Background: an optimization exercise with open tools, aiming at small area. Do not read the settings as production practice. Where RTL was checked, it was by simulation tests only, not by an equivalence proof against the original. Function not checked in runs 2 and 3: the RTL went through the layout flow alone. Power is estimated from default activity; no workload was simulated.

==> design/flow/design.v <==
module ALU_sync (
  input  wire        clk,
  input  wire [15:0] A, B,
  input  wire [3:0]  ALU_FUN,
  output reg  [15:0] ALU_OUT,
  output reg         Carry_flag,
  output reg         Arith_flag,
  output reg         Logic_flag,
  output reg         CMP_flag,
  output reg         Shift_flag
);
  wire op_add = (ALU_FUN == 4'b0000);
  wire op_sub = (ALU_FUN == 4'b0001);
  wire op_mul = (ALU_FUN == 4'b0010);
  wire op_div = (ALU_FUN == 4'b0011);
  wire op_eq  = (ALU_FUN == 4'b1010);
  wire op_gt  = (ALU_FUN == 4'b1011);
  wire op_lt  = (ALU_FUN == 4'b1100);
  wire op_shr = (ALU_FUN == 4'b1101);
  wire op_shl = (ALU_FUN == 4'b1110);
  wire op_cmp = op_eq | op_gt | op_lt;
  wire sub0 = op_sub | op_cmp | op_div;
  wire fresh_en = ~op_mul;
  wire [15:0] bz;
  assign bz[0] = 1'b1;
  assign bz[1] = ~|B[15:15];
  assign bz[2] = ~|B[15:14];
  assign bz[3] = ~|B[15:13];
  assign bz[4] = ~|B[15:12];
  assign bz[5] = ~|B[15:11];
  assign bz[6] = ~|B[15:10];
  assign bz[7] = ~|B[15:9];
  assign bz[8] = ~|B[15:8];
  assign bz[9] = ~|B[15:7];
  assign bz[10] = ~|B[15:6];
  assign bz[11] = ~|B[15:5];
  assign bz[12] = ~|B[15:4];
  assign bz[13] = ~|B[15:3];
  assign bz[14] = ~|B[15:2];
  assign bz[15] = ~|B[15:1];
  wire bnz = |B;
  wire [15:0] ya = op_mul ? A : ~B;
  wire [0:0] x15, y15, s15;
  wire c15, q15;
  assign x15 = A[15] & fresh_en;
  assign y15 = ya[0:0];
  wire [1:0] k15;
  assign k15[0] = ~op_mul;
  assign s15[0] = x15[0] ^ y15[0] ^ k15[0];
  assign k15[1] = (x15[0] & y15[0]) | (k15[0] & (x15[0] ^ y15[0]));
  assign c15 = k15[1];
  assign q15 = c15 & bz[15];
  wire sel15 = (op_mul & B[15]) | (op_div & q15);
  wire [0:0] o15 = sel15 ? s15 : x15;
  wire [1:0] x14, y14, s14;
  wire c14, q14;
  assign x14 = {o15, A[14] & fresh_en};
  assign y14 = ya[1:0];
  wire [2:0] k14;
  assign k14[0] = ~op_mul;
  assign s14[0] = x14[0] ^ y14[0] ^ k14[0];
  assign k14[1] = (x14[0] & y14[0]) | (k14[0] & (x14[0] ^ y14[0]));
  assign s14[1] = x14[1] ^ y14[1] ^ k14[1];
  assign k14[2] = (x14[1] & y14[1]) | (k14[1] & (x14[1] ^ y14[1]));
  assign c14 = k14[2];
  assign q14 = c14 & bz[14];
  wire sel14 = (op_mul & B[14]) | (op_div & q14);
  wire [1:0] o14 = sel14 ? s14 : x14;
  wire [2:0] x13, y13, s13;
  wire c13, q13;
  assign x13 = {o14, A[13] & fresh_en};
  assign y13 = ya[2:0];
  wire [2:0] p13 = x13 ^ y13;
  wire [2:0] g13;
  assign g13[0] = (x13[0] & y13[0]) | (~op_mul & p13[0]);
  assign g13[2:1] = x13[2:1] & y13[2:1];
  wire G13_0 = g13[1] | (p13[1] & g13[0]);
  wire G13_1 = g13[2] | (p13[2] & G13_0);
  assign s13[0] = p13[0] ^ ~op_mul;
  assign s13[1] = p13[1] ^ g13[0];
  assign s13[2] = p13[2] ^ G13_0;
  assign c13 = G13_1;
  assign q13 = c13 & bz[13];
  wire sel13 = (op_mul & B[13]) | (op_div & q13);
  wire [2:0] o13 = sel13 ? s13 : x13;
  wire [3:0] x12, y12, s12;
  wire c12, q12;
  assign x12 = {o13, A[12] & fresh_en};
  assign y12 = ya[3:0];
  wire [3:0] p12 = x12 ^ y12;
  wire [3:0] g12;
  assign g12[0] = (x12[0] & y12[0]) | (~op_mul & p12[0]);
  assign g12[3:1] = x12[3:1] & y12[3:1];
  wire G12_0 = g12[1] | (p12[1] & g12[0]);
  wire G12_1 = g12[3] | (p12[3] & g12[2]);
  wire P12_1 = p12[3] & p12[2];
  wire G12_2 = g12[2] | (p12[2] & G12_0);
  wire G12_3 = G12_1 | (P12_1 & G12_0);
  assign s12[0] = p12[0] ^ ~op_mul;
  assign s12[1] = p12[1] ^ g12[0];
  assign s12[2] = p12[2] ^ G12_0;
  assign s12[3] = p12[3] ^ G12_2;
  assign c12 = G12_3;
  assign q12 = c12 & bz[12];
  wire sel12 = (op_mul & B[12]) | (op_div & q12);
  wire [3:0] o12 = sel12 ? s12 : x12;
  wire [4:0] x11, y11, s11;
  wire c11, q11;
  assign x11 = {o12, A[11] & fresh_en};
  assign y11 = ya[4:0];
  wire [4:0] p11 = x11 ^ y11;
  wire [4:0] g11;
  assign g11[0] = (x11[0] & y11[0]) | (~op_mul & p11[0]);
  assign g11[4:1] = x11[4:1] & y11[4:1];
  wire G11_0 = g11[1] | (p11[1] & g11[0]);
  wire G11_1 = g11[3] | (p11[3] & g11[2]);
  wire P11_1 = p11[3] & p11[2];
  wire G11_2 = g11[2] | (p11[2] & G11_0);
  wire G11_3 = G11_1 | (P11_1 & G11_0);
  wire G11_4 = g11[4] | (p11[4] & G11_3);
  assign s11[0] = p11[0] ^ ~op_mul;
  assign s11[1] = p11[1] ^ g11[0];
  assign s11[2] = p11[2] ^ G11_0;
  assign s11[3] = p11[3] ^ G11_2;
  assign s11[4] = p11[4] ^ G11_3;
  assign c11 = G11_4;
  assign q11 = c11 & bz[11];
  wire sel11 = (op_mul & B[11]) | (op_div & q11);
  wire [4:0] o11 = sel11 ? s11 : x11;
  wire [5:0] x10, y10, s10;
  wire c10, q10;
  assign x10 = {o11, A[10] & fresh_en};
  assign y10 = ya[5:0];
  wire [5:0] p10 = x10 ^ y10;
  wire [5:0] g10;
  assign g10[0] = (x10[0] & y10[0]) | (~op_mul & p10[0]);
  assign g10[5:1] = x10[5:1] & y10[5:1];
  wire G10_0 = g10[1] | (p10[1] & g10[0]);
  wire G10_1 = g10[3] | (p10[3] & g10[2]);
  wire P10_1 = p10[3] & p10[2];
  wire G10_2 = g10[5] | (p10[5] & g10[4]);
  wire P10_2 = p10[5] & p10[4];
  wire G10_3 = g10[2] | (p10[2] & G10_0);
  wire G10_4 = G10_1 | (P10_1 & G10_0);
  wire G10_5 = g10[4] | (p10[4] & G10_4);
  wire G10_6 = G10_2 | (P10_2 & G10_4);
  assign s10[0] = p10[0] ^ ~op_mul;
  assign s10[1] = p10[1] ^ g10[0];
  assign s10[2] = p10[2] ^ G10_0;
  assign s10[3] = p10[3] ^ G10_3;
  assign s10[4] = p10[4] ^ G10_4;
  assign s10[5] = p10[5] ^ G10_5;
  assign c10 = G10_6;
  assign q10 = c10 & bz[10];
  wire sel10 = (op_mul & B[10]) | (op_div & q10);
  wire [5:0] o10 = sel10 ? s10 : x10;
  wire [6:0] x9, y9, s9;
  wire c9, q9;
  assign x9 = {o10, A[9] & fresh_en};
  assign y9 = ya[6:0];
  wire [6:0] p9 = x9 ^ y9;
  wire [6:0] g9;
  assign g9[0] = (x9[0] & y9[0]) | (~op_mul & p9[0]);
  assign g9[6:1] = x9[6:1] & y9[6:1];
  wire G9_0 = g9[1] | (p9[1] & g9[0]);
  wire G9_1 = g9[3] | (p9[3] & g9[2]);
  wire P9_1 = p9[3] & p9[2];
  wire G9_2 = g9[5] | (p9[5] & g9[4]);
  wire P9_2 = p9[5] & p9[4];
  wire G9_3 = g9[2] | (p9[2] & G9_0);
  wire G9_4 = G9_1 | (P9_1 & G9_0);
  wire G9_5 = g9[6] | (p9[6] & G9_2);
  wire P9_5 = p9[6] & P9_2;
  wire G9_6 = g9[4] | (p9[4] & G9_4);
  wire G9_7 = G9_2 | (P9_2 & G9_4);
  wire G9_8 = G9_5 | (P9_5 & G9_4);
  assign s9[0] = p9[0] ^ ~op_mul;
  assign s9[1] = p9[1] ^ g9[0];
  assign s9[2] = p9[2] ^ G9_0;
  assign s9[3] = p9[3] ^ G9_3;
  assign s9[4] = p9[4] ^ G9_4;
  assign s9[5] = p9[5] ^ G9_6;
  assign s9[6] = p9[6] ^ G9_7;
  assign c9 = G9_8;
  assign q9 = c9 & bz[9];
  wire sel9 = (op_mul & B[9]) | (op_div & q9);
  wire [6:0] o9 = sel9 ? s9 : x9;
  wire [7:0] x8, y8, s8;
  wire c8, q8;
  assign x8 = {o9, A[8] & fresh_en};
  assign y8 = ya[7:0];
  wire [7:0] p8 = x8 ^ y8;
  wire [7:0] g8;
  assign g8[0] = (x8[0] & y8[0]) | (~op_mul & p8[0]);
  assign g8[7:1] = x8[7:1] & y8[7:1];
  wire G8_0 = g8[1] | (p8[1] & g8[0]);
  wire G8_1 = g8[3] | (p8[3] & g8[2]);
  wire P8_1 = p8[3] & p8[2];
  wire G8_2 = g8[5] | (p8[5] & g8[4]);
  wire P8_2 = p8[5] & p8[4];
  wire G8_3 = g8[7] | (p8[7] & g8[6]);
  wire P8_3 = p8[7] & p8[6];
  wire G8_4 = g8[2] | (p8[2] & G8_0);
  wire G8_5 = G8_1 | (P8_1 & G8_0);
  wire G8_6 = g8[6] | (p8[6] & G8_2);
  wire P8_6 = p8[6] & P8_2;
  wire G8_7 = G8_3 | (P8_3 & G8_2);
  wire P8_7 = P8_3 & P8_2;
  wire G8_8 = g8[4] | (p8[4] & G8_5);
  wire G8_9 = G8_2 | (P8_2 & G8_5);
  wire G8_10 = G8_6 | (P8_6 & G8_5);
  wire G8_11 = G8_7 | (P8_7 & G8_5);
  assign s8[0] = p8[0] ^ ~op_mul;
  assign s8[1] = p8[1] ^ g8[0];
  assign s8[2] = p8[2] ^ G8_0;
  assign s8[3] = p8[3] ^ G8_4;
  assign s8[4] = p8[4] ^ G8_5;
  assign s8[5] = p8[5] ^ G8_8;
  assign s8[6] = p8[6] ^ G8_9;
  assign s8[7] = p8[7] ^ G8_10;
  assign c8 = G8_11;
  assign q8 = c8 & bz[8];
  wire sel8 = (op_mul & B[8]) | (op_div & q8);
  wire [7:0] o8 = sel8 ? s8 : x8;
  wire [8:0] x7, y7, s7;
  wire c7, q7;
  assign x7 = {o8, A[7] & fresh_en};
  assign y7 = ya[8:0];
  wire [8:0] p7 = x7 ^ y7;
  wire [8:0] g7;
  assign g7[0] = (x7[0] & y7[0]) | (~op_mul & p7[0]);
  assign g7[8:1] = x7[8:1] & y7[8:1];
  wire G7_0 = g7[1] | (p7[1] & g7[0]);
  wire G7_1 = g7[3] | (p7[3] & g7[2]);
  wire P7_1 = p7[3] & p7[2];
  wire G7_2 = g7[5] | (p7[5] & g7[4]);
  wire P7_2 = p7[5] & p7[4];
  wire G7_3 = g7[7] | (p7[7] & g7[6]);
  wire P7_3 = p7[7] & p7[6];
  wire G7_4 = g7[2] | (p7[2] & G7_0);
  wire G7_5 = G7_1 | (P7_1 & G7_0);
  wire G7_6 = g7[6] | (p7[6] & G7_2);
  wire P7_6 = p7[6] & P7_2;
  wire G7_7 = G7_3 | (P7_3 & G7_2);
  wire P7_7 = P7_3 & P7_2;
  wire G7_8 = g7[4] | (p7[4] & G7_5);
  wire G7_9 = G7_2 | (P7_2 & G7_5);
  wire G7_10 = G7_6 | (P7_6 & G7_5);
  wire G7_11 = G7_7 | (P7_7 & G7_5);
  wire G7_12 = g7[8] | (p7[8] & G7_11);
  assign s7[0] = p7[0] ^ ~op_mul;
  assign s7[1] = p7[1] ^ g7[0];
  assign s7[2] = p7[2] ^ G7_0;
  assign s7[3] = p7[3] ^ G7_4;
  assign s7[4] = p7[4] ^ G7_5;
  assign s7[5] = p7[5] ^ G7_8;
  assign s7[6] = p7[6] ^ G7_9;
  assign s7[7] = p7[7] ^ G7_10;
  assign s7[8] = p7[8] ^ G7_11;
  assign c7 = G7_12;
  assign q7 = c7 & bz[7];
  wire sel7 = (op_mul & B[7]) | (op_div & q7);
  wire [8:0] o7 = sel7 ? s7 : x7;
  wire [9:0] x6, y6, s6;
  wire c6, q6;
  assign x6 = {o7, A[6] & fresh_en};
  assign y6 = ya[9:0];
  wire [9:0] p6 = x6 ^ y6;
  wire [9:0] g6;
  assign g6[0] = (x6[0] & y6[0]) | (~op_mul & p6[0]);
  assign g6[9:1] = x6[9:1] & y6[9:1];
  wire G6_0 = g6[1] | (p6[1] & g6[0]);
  wire G6_1 = g6[3] | (p6[3] & g6[2]);
  wire P6_1 = p6[3] & p6[2];
  wire G6_2 = g6[5] | (p6[5] & g6[4]);
  wire P6_2 = p6[5] & p6[4];
  wire G6_3 = g6[7] | (p6[7] & g6[6]);
  wire P6_3 = p6[7] & p6[6];
  wire G6_4 = g6[9] | (p6[9] & g6[8]);
  wire P6_4 = p6[9] & p6[8];
  wire G6_5 = g6[2] | (p6[2] & G6_0);
  wire G6_6 = G6_1 | (P6_1 & G6_0);
  wire G6_7 = g6[6] | (p6[6] & G6_2);
  wire P6_7 = p6[6] & P6_2;
  wire G6_8 = G6_3 | (P6_3 & G6_2);
  wire P6_8 = P6_3 & P6_2;
  wire G6_9 = g6[4] | (p6[4] & G6_6);
  wire G6_10 = G6_2 | (P6_2 & G6_6);
  wire G6_11 = G6_7 | (P6_7 & G6_6);
  wire G6_12 = G6_8 | (P6_8 & G6_6);
  wire G6_13 = g6[8] | (p6[8] & G6_12);
  wire G6_14 = G6_4 | (P6_4 & G6_12);
  assign s6[0] = p6[0] ^ ~op_mul;
  assign s6[1] = p6[1] ^ g6[0];
  assign s6[2] = p6[2] ^ G6_0;
  assign s6[3] = p6[3] ^ G6_5;
  assign s6[4] = p6[4] ^ G6_6;
  assign s6[5] = p6[5] ^ G6_9;
  assign s6[6] = p6[6] ^ G6_10;
  assign s6[7] = p6[7] ^ G6_11;
  assign s6[8] = p6[8] ^ G6_12;
  assign s6[9] = p6[9] ^ G6_13;
  assign c6 = G6_14;
  assign q6 = c6 & bz[6];
  wire sel6 = (op_mul & B[6]) | (op_div & q6);
  wire [9:0] o6 = sel6 ? s6 : x6;
  wire [10:0] x5, y5, s5;
  wire c5, q5;
  assign x5 = {o6, A[5] & fresh_en};
  assign y5 = ya[10:0];
  wire [10:0] p5 = x5 ^ y5;
  wire [10:0] g5;
  assign g5[0] = (x5[0] & y5[0]) | (~op_mul & p5[0]);
  assign g5[10:1] = x5[10:1] & y5[10:1];
  wire G5_0 = g5[1] | (p5[1] & g5[0]);
  wire G5_1 = g5[3] | (p5[3] & g5[2]);
  wire P5_1 = p5[3] & p5[2];
  wire G5_2 = g5[5] | (p5[5] & g5[4]);
  wire P5_2 = p5[5] & p5[4];
  wire G5_3 = g5[7] | (p5[7] & g5[6]);
  wire P5_3 = p5[7] & p5[6];
  wire G5_4 = g5[9] | (p5[9] & g5[8]);
  wire P5_4 = p5[9] & p5[8];
  wire G5_5 = g5[2] | (p5[2] & G5_0);
  wire G5_6 = G5_1 | (P5_1 & G5_0);
  wire G5_7 = g5[6] | (p5[6] & G5_2);
  wire P5_7 = p5[6] & P5_2;
  wire G5_8 = G5_3 | (P5_3 & G5_2);
  wire P5_8 = P5_3 & P5_2;
  wire G5_9 = g5[10] | (p5[10] & G5_4);
  wire P5_9 = p5[10] & P5_4;
  wire G5_10 = g5[4] | (p5[4] & G5_6);
  wire G5_11 = G5_2 | (P5_2 & G5_6);
  wire G5_12 = G5_7 | (P5_7 & G5_6);
  wire G5_13 = G5_8 | (P5_8 & G5_6);
  wire G5_14 = g5[8] | (p5[8] & G5_13);
  wire G5_15 = G5_4 | (P5_4 & G5_13);
  wire G5_16 = G5_9 | (P5_9 & G5_13);
  assign s5[0] = p5[0] ^ ~op_mul;
  assign s5[1] = p5[1] ^ g5[0];
  assign s5[2] = p5[2] ^ G5_0;
  assign s5[3] = p5[3] ^ G5_5;
  assign s5[4] = p5[4] ^ G5_6;
  assign s5[5] = p5[5] ^ G5_10;
  assign s5[6] = p5[6] ^ G5_11;
  assign s5[7] = p5[7] ^ G5_12;
  assign s5[8] = p5[8] ^ G5_13;
  assign s5[9] = p5[9] ^ G5_14;
  assign s5[10] = p5[10] ^ G5_15;
  assign c5 = G5_16;
  assign q5 = c5 & bz[5];
  wire sel5 = (op_mul & B[5]) | (op_div & q5);
  wire [10:0] o5 = sel5 ? s5 : x5;
  wire [11:0] x4, y4, s4;
  wire c4, q4;
  assign x4 = {o5, A[4] & fresh_en};
  assign y4 = ya[11:0];
  wire [11:0] p4 = x4 ^ y4;
  wire [11:0] g4;
  assign g4[0] = (x4[0] & y4[0]) | (~op_mul & p4[0]);
  assign g4[11:1] = x4[11:1] & y4[11:1];
  wire G4_0 = g4[1] | (p4[1] & g4[0]);
  wire G4_1 = g4[3] | (p4[3] & g4[2]);
  wire P4_1 = p4[3] & p4[2];
  wire G4_2 = g4[5] | (p4[5] & g4[4]);
  wire P4_2 = p4[5] & p4[4];
  wire G4_3 = g4[7] | (p4[7] & g4[6]);
  wire P4_3 = p4[7] & p4[6];
  wire G4_4 = g4[9] | (p4[9] & g4[8]);
  wire P4_4 = p4[9] & p4[8];
  wire G4_5 = g4[11] | (p4[11] & g4[10]);
  wire P4_5 = p4[11] & p4[10];
  wire G4_6 = g4[2] | (p4[2] & G4_0);
  wire G4_7 = G4_1 | (P4_1 & G4_0);
  wire G4_8 = g4[6] | (p4[6] & G4_2);
  wire P4_8 = p4[6] & P4_2;
  wire G4_9 = G4_3 | (P4_3 & G4_2);
  wire P4_9 = P4_3 & P4_2;
  wire G4_10 = g4[10] | (p4[10] & G4_4);
  wire P4_10 = p4[10] & P4_4;
  wire G4_11 = G4_5 | (P4_5 & G4_4);
  wire P4_11 = P4_5 & P4_4;
  wire G4_12 = g4[4] | (p4[4] & G4_7);
  wire G4_13 = G4_2 | (P4_2 & G4_7);
  wire G4_14 = G4_8 | (P4_8 & G4_7);
  wire G4_15 = G4_9 | (P4_9 & G4_7);
  wire G4_16 = g4[8] | (p4[8] & G4_15);
  wire G4_17 = G4_4 | (P4_4 & G4_15);
  wire G4_18 = G4_10 | (P4_10 & G4_15);
  wire G4_19 = G4_11 | (P4_11 & G4_15);
  assign s4[0] = p4[0] ^ ~op_mul;
  assign s4[1] = p4[1] ^ g4[0];
  assign s4[2] = p4[2] ^ G4_0;
  assign s4[3] = p4[3] ^ G4_6;
  assign s4[4] = p4[4] ^ G4_7;
  assign s4[5] = p4[5] ^ G4_12;
  assign s4[6] = p4[6] ^ G4_13;
  assign s4[7] = p4[7] ^ G4_14;
  assign s4[8] = p4[8] ^ G4_15;
  assign s4[9] = p4[9] ^ G4_16;
  assign s4[10] = p4[10] ^ G4_17;
  assign s4[11] = p4[11] ^ G4_18;
  assign c4 = G4_19;
  assign q4 = c4 & bz[4];
  wire sel4 = (op_mul & B[4]) | (op_div & q4);
  wire [11:0] o4 = sel4 ? s4 : x4;
  wire [12:0] x3, y3, s3;
  wire c3, q3;
  assign x3 = {o4, A[3] & fresh_en};
  assign y3 = ya[12:0];
  wire [12:0] p3 = x3 ^ y3;
  wire [12:0] g3;
  assign g3[0] = (x3[0] & y3[0]) | (~op_mul & p3[0]);
  assign g3[12:1] = x3[12:1] & y3[12:1];
  wire G3_0 = g3[1] | (p3[1] & g3[0]);
  wire G3_1 = g3[3] | (p3[3] & g3[2]);
  wire P3_1 = p3[3] & p3[2];
  wire G3_2 = g3[5] | (p3[5] & g3[4]);
  wire P3_2 = p3[5] & p3[4];
  wire G3_3 = g3[7] | (p3[7] & g3[6]);
  wire P3_3 = p3[7] & p3[6];
  wire G3_4 = g3[9] | (p3[9] & g3[8]);
  wire P3_4 = p3[9] & p3[8];
  wire G3_5 = g3[11] | (p3[11] & g3[10]);
  wire P3_5 = p3[11] & p3[10];
  wire G3_6 = g3[2] | (p3[2] & G3_0);
  wire G3_7 = G3_1 | (P3_1 & G3_0);
  wire G3_8 = g3[6] | (p3[6] & G3_2);
  wire P3_8 = p3[6] & P3_2;
  wire G3_9 = G3_3 | (P3_3 & G3_2);
  wire P3_9 = P3_3 & P3_2;
  wire G3_10 = g3[10] | (p3[10] & G3_4);
  wire P3_10 = p3[10] & P3_4;
  wire G3_11 = G3_5 | (P3_5 & G3_4);
  wire P3_11 = P3_5 & P3_4;
  wire G3_12 = g3[4] | (p3[4] & G3_7);
  wire G3_13 = G3_2 | (P3_2 & G3_7);
  wire G3_14 = G3_8 | (P3_8 & G3_7);
  wire G3_15 = G3_9 | (P3_9 & G3_7);
  wire G3_16 = g3[12] | (p3[12] & G3_11);
  wire P3_16 = p3[12] & P3_11;
  wire G3_17 = g3[8] | (p3[8] & G3_15);
  wire G3_18 = G3_4 | (P3_4 & G3_15);
  wire G3_19 = G3_10 | (P3_10 & G3_15);
  wire G3_20 = G3_11 | (P3_11 & G3_15);
  wire G3_21 = G3_16 | (P3_16 & G3_15);
  assign s3[0] = p3[0] ^ ~op_mul;
  assign s3[1] = p3[1] ^ g3[0];
  assign s3[2] = p3[2] ^ G3_0;
  assign s3[3] = p3[3] ^ G3_6;
  assign s3[4] = p3[4] ^ G3_7;
  assign s3[5] = p3[5] ^ G3_12;
  assign s3[6] = p3[6] ^ G3_13;
  assign s3[7] = p3[7] ^ G3_14;
  assign s3[8] = p3[8] ^ G3_15;
  assign s3[9] = p3[9] ^ G3_17;
  assign s3[10] = p3[10] ^ G3_18;
  assign s3[11] = p3[11] ^ G3_19;
  assign s3[12] = p3[12] ^ G3_20;
  assign c3 = G3_21;
  assign q3 = c3 & bz[3];
  wire sel3 = (op_mul & B[3]) | (op_div & q3);
  wire [12:0] o3 = sel3 ? s3 : x3;
  wire [13:0] x2, y2, s2;
  wire c2, q2;
  assign x2 = {o3, A[2] & fresh_en};
  assign y2 = ya[13:0];
  wire [13:0] p2 = x2 ^ y2;
  wire [13:0] g2;
  assign g2[0] = (x2[0] & y2[0]) | (~op_mul & p2[0]);
  assign g2[13:1] = x2[13:1] & y2[13:1];
  wire G2_0 = g2[1] | (p2[1] & g2[0]);
  wire G2_1 = g2[3] | (p2[3] & g2[2]);
  wire P2_1 = p2[3] & p2[2];
  wire G2_2 = g2[5] | (p2[5] & g2[4]);
  wire P2_2 = p2[5] & p2[4];
  wire G2_3 = g2[7] | (p2[7] & g2[6]);
  wire P2_3 = p2[7] & p2[6];
  wire G2_4 = g2[9] | (p2[9] & g2[8]);
  wire P2_4 = p2[9] & p2[8];
  wire G2_5 = g2[11] | (p2[11] & g2[10]);
  wire P2_5 = p2[11] & p2[10];
  wire G2_6 = g2[13] | (p2[13] & g2[12]);
  wire P2_6 = p2[13] & p2[12];
  wire G2_7 = g2[2] | (p2[2] & G2_0);
  wire G2_8 = G2_1 | (P2_1 & G2_0);
  wire G2_9 = g2[6] | (p2[6] & G2_2);
  wire P2_9 = p2[6] & P2_2;
  wire G2_10 = G2_3 | (P2_3 & G2_2);
  wire P2_10 = P2_3 & P2_2;
  wire G2_11 = g2[10] | (p2[10] & G2_4);
  wire P2_11 = p2[10] & P2_4;
  wire G2_12 = G2_5 | (P2_5 & G2_4);
  wire P2_12 = P2_5 & P2_4;
  wire G2_13 = g2[4] | (p2[4] & G2_8);
  wire G2_14 = G2_2 | (P2_2 & G2_8);
  wire G2_15 = G2_9 | (P2_9 & G2_8);
  wire G2_16 = G2_10 | (P2_10 & G2_8);
  wire G2_17 = g2[12] | (p2[12] & G2_12);
  wire P2_17 = p2[12] & P2_12;
  wire G2_18 = G2_6 | (P2_6 & G2_12);
  wire P2_18 = P2_6 & P2_12;
  wire G2_19 = g2[8] | (p2[8] & G2_16);
  wire G2_20 = G2_4 | (P2_4 & G2_16);
  wire G2_21 = G2_11 | (P2_11 & G2_16);
  wire G2_22 = G2_12 | (P2_12 & G2_16);
  wire G2_23 = G2_17 | (P2_17 & G2_16);
  wire G2_24 = G2_18 | (P2_18 & G2_16);
  assign s2[0] = p2[0] ^ ~op_mul;
  assign s2[1] = p2[1] ^ g2[0];
  assign s2[2] = p2[2] ^ G2_0;
  assign s2[3] = p2[3] ^ G2_7;
  assign s2[4] = p2[4] ^ G2_8;
  assign s2[5] = p2[5] ^ G2_13;
  assign s2[6] = p2[6] ^ G2_14;
  assign s2[7] = p2[7] ^ G2_15;
  assign s2[8] = p2[8] ^ G2_16;
  assign s2[9] = p2[9] ^ G2_19;
  assign s2[10] = p2[10] ^ G2_20;
  assign s2[11] = p2[11] ^ G2_21;
  assign s2[12] = p2[12] ^ G2_22;
  assign s2[13] = p2[13] ^ G2_23;
  assign c2 = G2_24;
  assign q2 = c2 & bz[2];
  wire sel2 = (op_mul & B[2]) | (op_div & q2);
  wire [13:0] o2 = sel2 ? s2 : x2;
  wire [14:0] x1, y1, s1;
  wire c1, q1;
  assign x1 = {o2, A[1] & fresh_en};
  assign y1 = ya[14:0];
  wire [14:0] p1 = x1 ^ y1;
  wire [14:0] g1;
  assign g1[0] = (x1[0] & y1[0]) | (~op_mul & p1[0]);
  assign g1[14:1] = x1[14:1] & y1[14:1];
  wire G1_0 = g1[1] | (p1[1] & g1[0]);
  wire G1_1 = g1[3] | (p1[3] & g1[2]);
  wire P1_1 = p1[3] & p1[2];
  wire G1_2 = g1[5] | (p1[5] & g1[4]);
  wire P1_2 = p1[5] & p1[4];
  wire G1_3 = g1[7] | (p1[7] & g1[6]);
  wire P1_3 = p1[7] & p1[6];
  wire G1_4 = g1[9] | (p1[9] & g1[8]);
  wire P1_4 = p1[9] & p1[8];
  wire G1_5 = g1[11] | (p1[11] & g1[10]);
  wire P1_5 = p1[11] & p1[10];
  wire G1_6 = g1[13] | (p1[13] & g1[12]);
  wire P1_6 = p1[13] & p1[12];
  wire G1_7 = g1[2] | (p1[2] & G1_0);
  wire G1_8 = G1_1 | (P1_1 & G1_0);
  wire G1_9 = g1[6] | (p1[6] & G1_2);
  wire P1_9 = p1[6] & P1_2;
  wire G1_10 = G1_3 | (P1_3 & G1_2);
  wire P1_10 = P1_3 & P1_2;
  wire G1_11 = g1[10] | (p1[10] & G1_4);
  wire P1_11 = p1[10] & P1_4;
  wire G1_12 = G1_5 | (P1_5 & G1_4);
  wire P1_12 = P1_5 & P1_4;
  wire G1_13 = g1[14] | (p1[14] & G1_6);
  wire P1_13 = p1[14] & P1_6;
  wire G1_14 = g1[4] | (p1[4] & G1_8);
  wire G1_15 = G1_2 | (P1_2 & G1_8);
  wire G1_16 = G1_9 | (P1_9 & G1_8);
  wire G1_17 = G1_10 | (P1_10 & G1_8);
  wire G1_18 = g1[12] | (p1[12] & G1_12);
  wire P1_18 = p1[12] & P1_12;
  wire G1_19 = G1_6 | (P1_6 & G1_12);
  wire P1_19 = P1_6 & P1_12;
  wire G1_20 = G1_13 | (P1_13 & G1_12);
  wire P1_20 = P1_13 & P1_12;
  wire G1_21 = g1[8] | (p1[8] & G1_17);
  wire G1_22 = G1_4 | (P1_4 & G1_17);
  wire G1_23 = G1_11 | (P1_11 & G1_17);
  wire G1_24 = G1_12 | (P1_12 & G1_17);
  wire G1_25 = G1_18 | (P1_18 & G1_17);
  wire G1_26 = G1_19 | (P1_19 & G1_17);
  wire G1_27 = G1_20 | (P1_20 & G1_17);
  assign s1[0] = p1[0] ^ ~op_mul;
  assign s1[1] = p1[1] ^ g1[0];
  assign s1[2] = p1[2] ^ G1_0;
  assign s1[3] = p1[3] ^ G1_7;
  assign s1[4] = p1[4] ^ G1_8;
  assign s1[5] = p1[5] ^ G1_14;
  assign s1[6] = p1[6] ^ G1_15;
  assign s1[7] = p1[7] ^ G1_16;
  assign s1[8] = p1[8] ^ G1_17;
  assign s1[9] = p1[9] ^ G1_21;
  assign s1[10] = p1[10] ^ G1_22;
  assign s1[11] = p1[11] ^ G1_23;
  assign s1[12] = p1[12] ^ G1_24;
  assign s1[13] = p1[13] ^ G1_25;
  assign s1[14] = p1[14] ^ G1_26;
  assign c1 = G1_27;
  assign q1 = c1 & bz[1];
  wire sel1 = (op_mul & B[1]) | (op_div & q1);
  wire [14:0] o1 = sel1 ? s1 : x1;
  wire [15:0] x0, y0, s0;
  wire c0, q0;
  assign x0 = {o1, A[0] & fresh_en};
  assign y0 = op_mul ? A : (B ^ {16{sub0}});
  wire [15:0] p0 = x0 ^ y0;
  wire [15:0] g0;
  assign g0[0] = (x0[0] & y0[0]) | (sub0 & p0[0]);
  assign g0[15:1] = x0[15:1] & y0[15:1];
  wire G0_0 = g0[1] | (p0[1] & g0[0]);
  wire G0_1 = g0[3] | (p0[3] & g0[2]);
  wire P0_1 = p0[3] & p0[2];
  wire G0_2 = g0[5] | (p0[5] & g0[4]);
  wire P0_2 = p0[5] & p0[4];
  wire G0_3 = g0[7] | (p0[7] & g0[6]);
  wire P0_3 = p0[7] & p0[6];
  wire G0_4 = g0[9] | (p0[9] & g0[8]);
  wire P0_4 = p0[9] & p0[8];
  wire G0_5 = g0[11] | (p0[11] & g0[10]);
  wire P0_5 = p0[11] & p0[10];
  wire G0_6 = g0[13] | (p0[13] & g0[12]);
  wire P0_6 = p0[13] & p0[12];
  wire G0_7 = g0[15] | (p0[15] & g0[14]);
  wire P0_7 = p0[15] & p0[14];
  wire G0_8 = g0[2] | (p0[2] & G0_0);
  wire G0_9 = G0_1 | (P0_1 & G0_0);
  wire G0_10 = g0[6] | (p0[6] & G0_2);
  wire P0_10 = p0[6] & P0_2;
  wire G0_11 = G0_3 | (P0_3 & G0_2);
  wire P0_11 = P0_3 & P0_2;
  wire G0_12 = g0[10] | (p0[10] & G0_4);
  wire P0_12 = p0[10] & P0_4;
  wire G0_13 = G0_5 | (P0_5 & G0_4);
  wire P0_13 = P0_5 & P0_4;
  wire G0_14 = g0[14] | (p0[14] & G0_6);
  wire P0_14 = p0[14] & P0_6;
  wire G0_15 = G0_7 | (P0_7 & G0_6);
  wire P0_15 = P0_7 & P0_6;
  wire G0_16 = g0[4] | (p0[4] & G0_9);
  wire G0_17 = G0_2 | (P0_2 & G0_9);
  wire G0_18 = G0_10 | (P0_10 & G0_9);
  wire G0_19 = G0_11 | (P0_11 & G0_9);
  wire G0_20 = g0[12] | (p0[12] & G0_13);
  wire P0_20 = p0[12] & P0_13;
  wire G0_21 = G0_6 | (P0_6 & G0_13);
  wire P0_21 = P0_6 & P0_13;
  wire G0_22 = G0_14 | (P0_14 & G0_13);
  wire P0_22 = P0_14 & P0_13;
  wire G0_23 = G0_15 | (P0_15 & G0_13);
  wire P0_23 = P0_15 & P0_13;
  wire G0_24 = g0[8] | (p0[8] & G0_19);
  wire G0_25 = G0_4 | (P0_4 & G0_19);
  wire G0_26 = G0_12 | (P0_12 & G0_19);
  wire G0_27 = G0_13 | (P0_13 & G0_19);
  wire G0_28 = G0_20 | (P0_20 & G0_19);
  wire G0_29 = G0_21 | (P0_21 & G0_19);
  wire G0_30 = G0_22 | (P0_22 & G0_19);
  wire G0_31 = G0_23 | (P0_23 & G0_19);
  assign s0[0] = p0[0] ^ sub0;
  assign s0[1] = p0[1] ^ g0[0];
  assign s0[2] = p0[2] ^ G0_0;
  assign s0[3] = p0[3] ^ G0_8;
  assign s0[4] = p0[4] ^ G0_9;
  assign s0[5] = p0[5] ^ G0_16;
  assign s0[6] = p0[6] ^ G0_17;
  assign s0[7] = p0[7] ^ G0_18;
  assign s0[8] = p0[8] ^ G0_19;
  assign s0[9] = p0[9] ^ G0_24;
  assign s0[10] = p0[10] ^ G0_25;
  assign s0[11] = p0[11] ^ G0_26;
  assign s0[12] = p0[12] ^ G0_27;
  assign s0[13] = p0[13] ^ G0_28;
  assign s0[14] = p0[14] ^ G0_29;
  assign s0[15] = p0[15] ^ G0_30;
  assign c0 = G0_31;
  assign q0 = c0 & bz[0];
  wire [15:0] quo = {q15, q14, q13, q12, q11, q10, q9, q8, q7, q6, q5, q4, q3, q2, q1, q0};
  wire c0_out = c0;
  wire eq = ~|s0;
  wire lt = ~c0;
  wire gt = c0 & ~eq;
  reg [15:0] logic_out;
  always @(*) begin
    case (ALU_FUN)
      4'b0100: logic_out = A & B;
      4'b0101: logic_out = A | B;
      4'b0110: logic_out = ~(A & B);
      4'b0111: logic_out = ~(A | B);
      4'b1000: logic_out = A ^ B;
      4'b1001: logic_out = ~(A ^ B);
      default: logic_out = 16'b0;
    endcase
  end
  wire arith0 = op_add | op_sub | (op_mul & B[0]);
  wire [15:0] res = ({16{arith0}} & s0)
                  | ({16{op_mul & ~B[0]}} & x0)
                  | ({16{op_div & bnz}} & quo)
                  | logic_out
                  | {14'b0, (op_gt & gt) | (op_lt & lt), (op_eq & eq) | (op_lt & lt)}
                  | ({16{op_shr}} & {1'b0, A[15:1]})
                  | ({16{op_shl}} & {A[14:0], 1'b0});
  always @(posedge clk) begin
    ALU_OUT    <= res;
    Carry_flag <= (op_add & c0) | (op_sub & ~c0);
    Arith_flag <= (ALU_FUN[3:2] == 2'b00);
    Logic_flag <= (ALU_FUN >= 4'b0100) & (ALU_FUN <= 4'b1001);
    CMP_flag   <= op_cmp;
    Shift_flag <= op_shr | op_shl;
  end
endmodule
==> design/flow/run.sh <==
#!/bin/bash
# synth_recipe.tcl (not shown) runs the flow's synth.tcl, then flattens the netlist and writes it again
# the make line also repeats each setting of config.mk as NAME=value (left out here)
make -C /OpenROAD-flow-scripts/flow DESIGN_CONFIG=/design/flow/config.mk WORK_HOME=/design/flow/orfs CLKGATE_MAP_FILE= SYNTH_SCRIPT=/design/flow/synth_recipe.tcl finish
==> design/flow/config.mk <==
export PLATFORM = sky130hd
export DESIGN_NAME = ALU_sync
export DESIGN_NICKNAME = ALU_sync
export VERILOG_FILES = /design/flow/design.v
export SDC_FILE = /design/flow/constraint.sdc
export NUM_CORES = 4
export LEC_CHECK = 0
export ABC_AREA = 1
export CAP_MARGIN = 20
export CORE_MARGIN = 2
export CORE_UTILIZATION = 60
export SLEW_MARGIN = 20
==> design/flow/constraint.sdc <==
create_clock -name core_clock -period 35.0 [get_ports {clk}]
set_input_delay 7.0000 -clock core_clock [delete_from_list [all_inputs] [get_ports {clk}]]
set_output_delay 7.0000 -clock core_clock [all_outputs]
set_load 0.01 [all_outputs]
==> flow_summary.ini, run 1 <==
[status]
outcome = stopped before the end
stop_stage = 4_1_cts
tool.error = [ERROR DPL-0038] Utilization greater than 100%, impossible to legalize

[synthesis]
synth-compound-area-share_pct = 16.69
syn-cell-area_um2 = 9883
avgSynthCellArea_um2 = 6.975
synth_edf_count = 0
yosysTopAreaCell = ha_1
yosysMostFrequentCell = nand2_1
synthXorXnorAreaFrac_pct = 4.697
synth_ff_type = dfxtp_1
synth_common_cells = 303 x nand2_1, 188 x inv_1, 134 x ha_1
ys_async_sr_fraction_pct = 0
synthCells = 1417
synth_top_family_by_area = simple AND/OR/NAND/NOR gates
synth.area.top_cells = ha_1 17%, fa_1 13%, nand2_1 12%
synthAdderAreaFrac_pct = 30.13
ys_warn_count = 1
synth_top_area_share_pct = 16.96
synthMuxAreaShare_pct = 0
synthSimpleGateAreaFrac_pct = 33.52
yosys_register_bits = 21
synth_cell_types = 64
syn_nets = 1653
seq_area_frac_synth_pct = 4.254

[die]
die_h_um = 132.3
pin_count = 58
row_count = 46
initial_core_util_pct = 61.77
die_w_um = 132.3

[place]
dp.cells = 2075
dp_hpwl_mm = 28.98
place.gp.congestion = 1.034
port_buffers = 57
dp_slack_ps = -2418

[clock_network]
cts_root_buffer = clkbuf_16
cts_buffers = 3
htree_levels = 1
cts_hold_buffers = 0
cts.sinks = 21
post_cts_resized = 153
cts_setup_buffers = 218
cts_buffer_depth = 2
[power groups by stage]
stage	registers, mW	clock network (mW)	logic (mW)
floorplan	0.0319	0	0.168
global placement	0.0296	0	0.290
detailed placement	0.0297	0	0.304
[through the flow]
step	instance area, um2	hold slack, ps
after floorplan	9946	7083
after global placement	13690	7733
after detailed placement	13690	7733
[kinds of logic after synthesis]
kind of cell             Yosys count
AO/OA/AOI/OAI                    231
buffers and inverters            245
flip-flops                        21
XOR/XNOR                          53
adder cells (fa/ha/maj)          199
AND/OR/NAND/NOR                  668
[worst min-delay path by stage]
stage	startpoint	to	cells after the start	slack (ps)
floorplan	ALU_FUN[3]	Arith_flag	1	7080
detailed placement	ALU_FUN[3]	Logic_flag	3	7730
global placement	ALU_FUN[1]	Logic_flag	3	7730
==> inputs of run 2 (changes only) <==
--- a/design/flow/design.v
+++ b/design/flow/design.v
@@ -673,15 +673,16 @@
   wire eq = ~|s0;
   wire lt = ~c0;
   wire gt = c0 & ~eq;
+  wire [15:0] la = g0, lx = p0, lo = p0 | g0;
   reg [15:0] logic_out;
   always @(*) begin
     case (ALU_FUN)
-      4'b0100: logic_out = A & B;
-      4'b0101: logic_out = A | B;
-      4'b0110: logic_out = ~(A & B);
-      4'b0111: logic_out = ~(A | B);
-      4'b1000: logic_out = A ^ B;
-      4'b1001: logic_out = ~(A ^ B);
+      4'b0100: logic_out = la;
+      4'b0101: logic_out = lo;
+      4'b0110: logic_out = ~la;
+      4'b0111: logic_out = ~lo;
+      4'b1000: logic_out = lx;
+      4'b1001: logic_out = ~lx;
       default: logic_out = 16'b0;
     endcase
   end
==> design/flow/flow/run.sh (new file) <==
#!/bin/bash
# The standard layout with three changes:
# - synthesis leaves adders to ABC (no fixed full/half-adder cells), so ABC
#   sees whole paths from the inputs to the registers;
# - ABC's area script maps against a delay target (flow/abc_area.script);
# - the port buffers are the platform's smallest plain buffer.
# ORFS reads its scripts from a copy in this folder that differs from the
# installed one only in abc_area.script.
set -euo pipefail
here=$(pwd)
rm -rf "$here/orfs_scripts"
cp -r "$FLOW_HOME/scripts" "$here/orfs_scripts"
cp "$here/flow/abc_area.script" "$here/orfs_scripts/abc_area.script"
export BUFFER_PORTS_ARGS="-buffer_cell sky130_fd_sc_hd__buf_1"
bash standard.sh "SCRIPTS_DIR=$here/orfs_scripts" "ADDER_MAP_FILE=" \
  "BUFFER_PORTS_ARGS=-buffer_cell sky130_fd_sc_hd__buf_1" finish > standard.log 2>&1
==> design/flow/flow/abc_area.script (new file) <==
strash
dch
map -D 24000
topo
stime -c
buffer -c
upsize -c
dnsize -c
==> design/flow/standard.sh (new file) <==
#!/bin/bash
# synth_recipe.tcl (not shown) runs the flow's synth.tcl, then flattens the netlist and writes it again
# the make line also repeats each setting of config.mk as NAME=value (left out here)
make -C /OpenROAD-flow-scripts/flow DESIGN_CONFIG=/design/flow/config.mk WORK_HOME=/design/flow/orfs CLKGATE_MAP_FILE= SYNTH_SCRIPT=/design/flow/synth_recipe.tcl "${@:-finish}"
--- a/design/flow/config.mk
+++ b/design/flow/config.mk
@@ -8,5 +8,5 @@
 export ABC_AREA = 1
 export CAP_MARGIN = 20
 export CORE_MARGIN = 2
-export CORE_UTILIZATION = 60
+export CORE_UTILIZATION = 40
 export SLEW_MARGIN = 20
removed: design/flow/run.sh
==> run 2 against run 1 <==
Now clean on timing, DRC and antenna. Synthesized area decreased by 9.0%. Synthesized cell count increased by 22%.
==> flow_summary.ini, run 2 <==
[status]
outcome = finished clean

[synthesis]
synth_cell_types = 64
synthAdderAreaFrac_pct = 0.1252
synthMuxAreaShare_pct = 0.1113
synth_top_family_by_area = simple AND/OR/NAND/NOR gates
synthSimpleGateAreaFrac_pct = 38.44
synthCells = 1730
synth_common_cells = 357 x nand2_1, 351 x nor2_1, 257 x inv_1
syn_nets = 1767
ys_async_sr_fraction_pct = 0
avgSynthCellArea_um2 = 5.199
yosysMostFrequentCell = nand2_1
seq_area_frac_synth_pct = 4.674
yosys_register_bits = 21
synth-compound-area-share_pct = 29.83
synth_edf_count = 0
synth_ff_type = dfxtp_1
ys_warn_count = 1
synthXorXnorAreaFrac_pct = 10.71
yosysTopAreaCell = nand2_1
synth_top_area_share_pct = 14.90
syn-cell-area_um2 = 8994
synth.area.top_cells = nand2_1 15%, nor2_1 15%, inv_1 11%

[power]
static-leakage-power_nw = 5.638
vdd_drop_max_mv = 0.01791
power.density_nw_per_um2 = 30.34

[die]
dieArea_um2 = 23700
die_w_um = 153.9
initial_core_util_pct = 40.96
die_h_um = 153.9
pin_count = 58
row_count = 54
core_area_um2 = 21960

[detailed_routing]
drt_wl_total_mm = 36.59
vias_per_cell = 5.625
ant_nets = 0
drc = 0
vias = 12220
drt-pass1-iter-count = 8
first_iter_violations = 1287
post_drt_wl_per_cell_um = 16.84

[timing]
setup_viol = 0
fin_ws_ps = 715.8
worst_pin_slew_ps = 1083
fmax_mhz = 29.17
timing.final.crit_share_pct = 97.95
min_period_ps = 34280
rsz0062_at_grt = true
drv_slew = 0
final_hold_viol_count = 0
relSlewSlack_pct = 27.69

[setup_path]
required_ps = 35090
max_stage_delay_ps = 510
cp_max_fo = 14
cp_slowest_cell = o41ai_4
cp-start-kind = primary input
critPathArrivalTime_ps = 34370
end_kind = register
path_class = in2reg

[cells_and_area]
antenna_cells = 0
final.fill_count = 2219
final_cell_mix = 333 x nand2_1, 295 x nor2_1, 253 x inv_1, 130 x buf_4, 77 x xor2_1
post-route-util_pct = 53.52
final_common_cell = nand2_1
fin_nets = 1930
largest_register_ffs = 16
area_delta_synth_final_pct = 30.66
regMostFlops = ALU_OUT
layout-drive-gt1-share_pct = 23.89

[place]
place.gp.congestion = 1.037
port_buffers = 57
dp_slack_ps = -1678
dp_hpwl_mm = 25.73

[min_path]
worstHoldPathType = in2reg

[grt]
grt_overflow_total = 0
grt_usage_pct = 26.55
grt_pass1_wl_mm = 51.14
antenna_found_initial = 0
grt_pass1_vias = 9961
grt_max_degree = 47

[clock_network]
cts_hold_buffers = 0
cts_tree = yes
cts_root_buffer = clkbuf_16
cts_buffer_depth = 2
cts.sinks = 21
htree_levels = 1
cts_buffers = 3
clk_pin_slew_ps = 60

[flow_run]
drv_cap = 0
[run 2: changes by cell type after synthesis, moves of 58 or more]
cell,previous run,this run
inv_1,188,257
xor2_1,21,79
o21ai_1,7,95
nor2_1,83,351
fa_1,65,0
ha_1,134,0
nand3_1,95,26
[run 2: cell type report]
cell class,instances,area [um2],share of cell area [%]
clock buffers,3,75.07,0.6388
well taps,280,350.3,2.981
repair inverters,2,22.52,0.1917
flip-flops and latches,21,420.4,3.578
inverters,300,1146,9.753
multi-input cells,1364,8349,71.05
repair buffers,201,1383,11.77
clock inverters,1,5.005,0.04259
[run 2: kinds of logic (layout without fill, tap and decap cells)]
group | Yosys count | count (layout)
XOR/XNOR | 110 | 110
buffers and inverters | 348 | 507
AND/OR/NAND/NOR | 843 | 843
flip-flops | 21 | 21
multiplexers | 1 | 1
AO/OA/AOI/OAI | 406 | 409
adder cells (fa/ha/maj) | 1 | 1
[run 2: worst paths after layout]
kind	start	to	slack [ps]	cells past startpoint
setup / recovery	B[12]	ALU_OUT[1]	720	189
hold / removal	ALU_FUN[3]	Arith_flag	7070	2
[run 2: per-stage QoR]
| step | hold WS, ps | instances | area [um2] | setup TNS [ps] | power, mW |
|---|---|---|---|---|---|
| 6_report | 7071 | 2172 | 11750 | 0 | 0.3565 |
| 5_1_grt | 7107 | 2172 | 11750 | -3641 | 0.3859 |
| 4_1_cts | 7076 | 2059 | 9791 | 0 | 0.2991 |
| 3_5_place_dp | 7336 | 2049 | 9482 | -11240 | 0.2655 |
| 3_3_place_gp | 7338 | 2049 | 9482 | -4335 | 0.2637 |
| 2_1_floorplan | 7124 | 1730 | 8994 | 0 | 0.2142 |
[run 2: critical path: cells and delay by family]
family | cells | cell delay (ps)
and+or+nand+nor | 86 | 10580
AOI/OAI and AO/OA | 63 | 12120
adders and majority gates | 1 | 350
buffers and inverters | 39 | 4250
[run 2: what timing repair did]
item	CTS	global route
buffers inserted	5	106
cloned	1	7
endpoints found under the setup margin	16	17
gates resized for setup	26	266
pin swaps	5	107
[run 2: routing by layer]
layer	routed length [um]	GRT usage (%)	share of wire, %	up-vias
met5	0	0	0	-
met4	1557	11.21	4.3	0
met1	15150	36.11	41	5528
met3	3286	2.339	9.0	92
li1	-	-	-	5976
met2	16600	42.99	45	621
[run 2: power by group]
| part | internal, mW | leakage, nW | switching (mW) |
|---|---|---|---|
| Sequential | 0.0285 | 0.175 | 0.00117 |
| Clock | 0.0154 | 0.0409 | 0.00914 |
| Combinational | 0.108 | 5.42 | 0.194 |
| Total | 0.152 | 5.64 | 0.204 |
==> inputs of run 3 (changes only) <==
--- a/design/flow/config.mk
+++ b/design/flow/config.mk
@@ -9,4 +9,5 @@
 export CAP_MARGIN = 20
 export CORE_MARGIN = 2
 export CORE_UTILIZATION = 40
+export GPL_TIMING_DRIVEN = 0
 export SLEW_MARGIN = 20
==> run 3 against run 2 <==
Flip-flop and latch count is the same. Largest power group unchanged. Design area is 3.0% higher. Routed wire length down 1.2%. Die area unchanged. Total power grew 4.1%. Sequential share of layout area down 0.10 points. Count of clock-buffer cells in the layout unchanged.
==> flow_summary.ini, run 3 <==
[synthesis]
synth_common_cells = 357 x nand2_1, 351 x nor2_1, 257 x inv_1
syn_nets = 1767
synth_cell_types = 64
synth_edf_count = 0
synth.area.top_cells = nand2_1 15%, nor2_1 15%, inv_1 11%
yosys_register_bits = 21
ys_warn_count = 1
seq_area_frac_synth_pct = 4.674
syn-cell-area_um2 = 8994
synth_top_area_share_pct = 14.90
ys_async_sr_fraction_pct = 0
yosysMostFrequentCell = nand2_1
synth_ff_type = dfxtp_1
yosysTopAreaCell = nand2_1
synthCells = 1730
avgSynthCellArea_um2 = 5.199

[grt]
grt_usage_pct = 27.17
grt_max_degree = 13
antenna_found_initial = 0
grt_pass1_vias = 10450
grt_pass1_wl_mm = 52.90
grt_overflow_total = 0

[setup_path]
cp_slowest_cell = o41ai_4
crit_buf_inv = 34
max_stage_delay_ps = 460
cp_max_fo = 10
end_kind = register
cpMostUsedCell = nor2_2
critPathArrivalTime_ps = 34340
cp-start-kind = primary input
required_ps = 35090
path_delay_family = compound AO/OA/AOI/OAI gates
path_class = in2reg

[cells_and_area]
post-route-util_pct = 55.12
layout-drive-gt1-share_pct = 27.08
final_cell_mix = 326 x nand2_1, 265 x nor2_1, 242 x inv_1, 113 x buf_4, 76 x xor2_1
final.fill_count = 2241
regMostFlops = ALU_OUT
antenna_cells = 0
fin_nets = 1947
final_common_cell = nand2_1
area_delta_synth_final_pct = 34.59
largest_register_ffs = 16

[timing]
worst_pin_slew_ps = 1146
timing.final.crit_share_pct = 97.84
fmax_mhz = 29.20
relSlewSlack_pct = 23.62
setup_viol = 0
drv_slew = 0
final_hold_viol_count = 0
min_period_ps = 34250
rsz0062_at_grt = true
worst_hold_slack_ps = 7054
finalSetupTns_ps = 0

[status]
outcome = finished clean

[die]
core_area_um2 = 21960
row_count = 54
initial_core_util_pct = 40.96
pin_count = 58
die_h_um = 153.9
dieArea_um2 = 23700
die_w_um = 153.9

[clock_network]
cts_buffer_depth = 2
htree_levels = 1
cts_root_buffer = clkbuf_16
cts_hold_buffers = 0
cts.sinks = 21
clk_pin_slew_ps = 60
cts_buffers = 3
cts_tree = yes

[min_path]
worstHoldPathType = in2reg

[power]
power.density_nw_per_um2 = 30.65
vdd_drop_max_mv = 0.01783
static-leakage-power_nw = 5.719

[detailed_routing]
drc = 0
drt-pass1-iter-count = 7
post_drt_wl_per_cell_um = 16.52
vias_per_cell = 5.561
drt_wl_total_mm = 36.15
vias = 12170
first_iter_violations = 959
ant_nets = 0

[place]
port_buffers = 57
place.gp.congestion = 0.9617
dp_hpwl_mm = 26.60

[flow_run]
drv_cap = 0
==> run 3: repair_timing <==
item	4_1_cts	5_1_grt
gates resized for setup	73	299
pin swaps	23	128
setup buffers	23	86
cloned	0	8
endpoints found under the setup margin	17	17
==> run 3: where the power goes <==
group | total, mW | switching [mW] | internal [mW]
sequential | 0.0295 | 0.000997 | 0.0285
combinational | 0.316 | 0.200 | 0.116
clock | 0.0252 | 0.00978 | 0.0154
==> run 3: metal layers <==
layer	vias up	wire length, um	GRT usage (%)
li1	5992	-	-
met1	5555	15270	35.60
met2	500	16900	46.66
met3	125	2373	1.973
met4	0	1611	10.15
met5	-	0	0
==> run 3: final timing paths <==
check,startpoint,to,slack [ps],cells past startpoint
min,ALU_FUN[3],Arith_flag,7050,2
max,B[12],ALU_OUT[1],750,188
==> run 3: layout make-up <==
type | count | area, um2 | area share (%)
buffer | 48 | 360.3 | 2.977
tap | 280 | 350.3 | 2.894
clock buffer | 3 | 75.07 | 0.6202
sequential | 21 | 420.4 | 3.473
inverter | 300 | 1141 | 9.427
timing repair buffer | 173 | 1179 | 9.737
clock inverter | 1 | 5.005 | 0.04135
multi-input combinational | 1361 | 8558 | 70.71
timing repair inverter | 2 | 15.01 | 0.1240
==> run 3: kinds of logic (layout without fill, tap and decap cells) <==
| family | Yosys count | count (layout) | share of synthesized area (%) |
|---|---|---|---|
| and+or+nand+nor | 843 | 843 | 38.44 |
| AOI/OAI and AO/OA | 406 | 406 | 29.83 |
| buffers and inverters | 348 | 527 | 16.11 |
| xor gates and xnor gates | 110 | 110 | 10.71 |
| DFF | 21 | 21 | 4.674 |
| adders and majority gates | 1 | 1 | 0.1252 |
| muxes | 1 | 1 | 0.1113 |
==> run 3: per-stage QoR <==
stage	total power, mW	worst slack (ps)	cell area (um2)	instances
floorplan	0.2142	4851	8994	1730
global placement	0.2634	-2818	9558	2067
detailed placement	0.2664	-3302	9562	2067
CTS	0.3153	5.862	10260	2094
global route	0.4010	-803.1	12100	2189
finish	0.3710	754.9	12100	2189

==> separate check: timing with driven ports <==
In the flow no input, the clock included, has a driving cell. The finished layouts below were timed again as built, in two steps. Step 1: set_driving_cell puts a clkbuf_16 on clk and a buf_2 on each other input, an assumption about the parent block. Step 2, shift: input delay + t, output delay - t, t = (earliest + latest rising clock arrival at the registers) / 2. This alone moves slack from input paths to output paths. Slacks: ideal ports / drivers / drivers and shift; pairs: ideal ports / drivers.
| run | t (ns) | setup slack, ns | worst setup path after step 2 | slew at the worst register clock pin (ns) | worst slew at a driven data input, ns |
|---|---|---|---|---|---|
| run 2 | 0.289 | 0.716 / 0.718 / 0.429 | input to register | 0.06 / 0.06 | 0.04 |
| run 3 | 0.293 | 0.755 / 0.766 / 0.473 | input to register | 0.07 / 0.07 | 0.06 |
After both steps setup and hold are still met in every run listed. For run 2, which loses most, drivers alone change the setup slack by +0.002 ns; drivers and shift together by -0.287 ns.
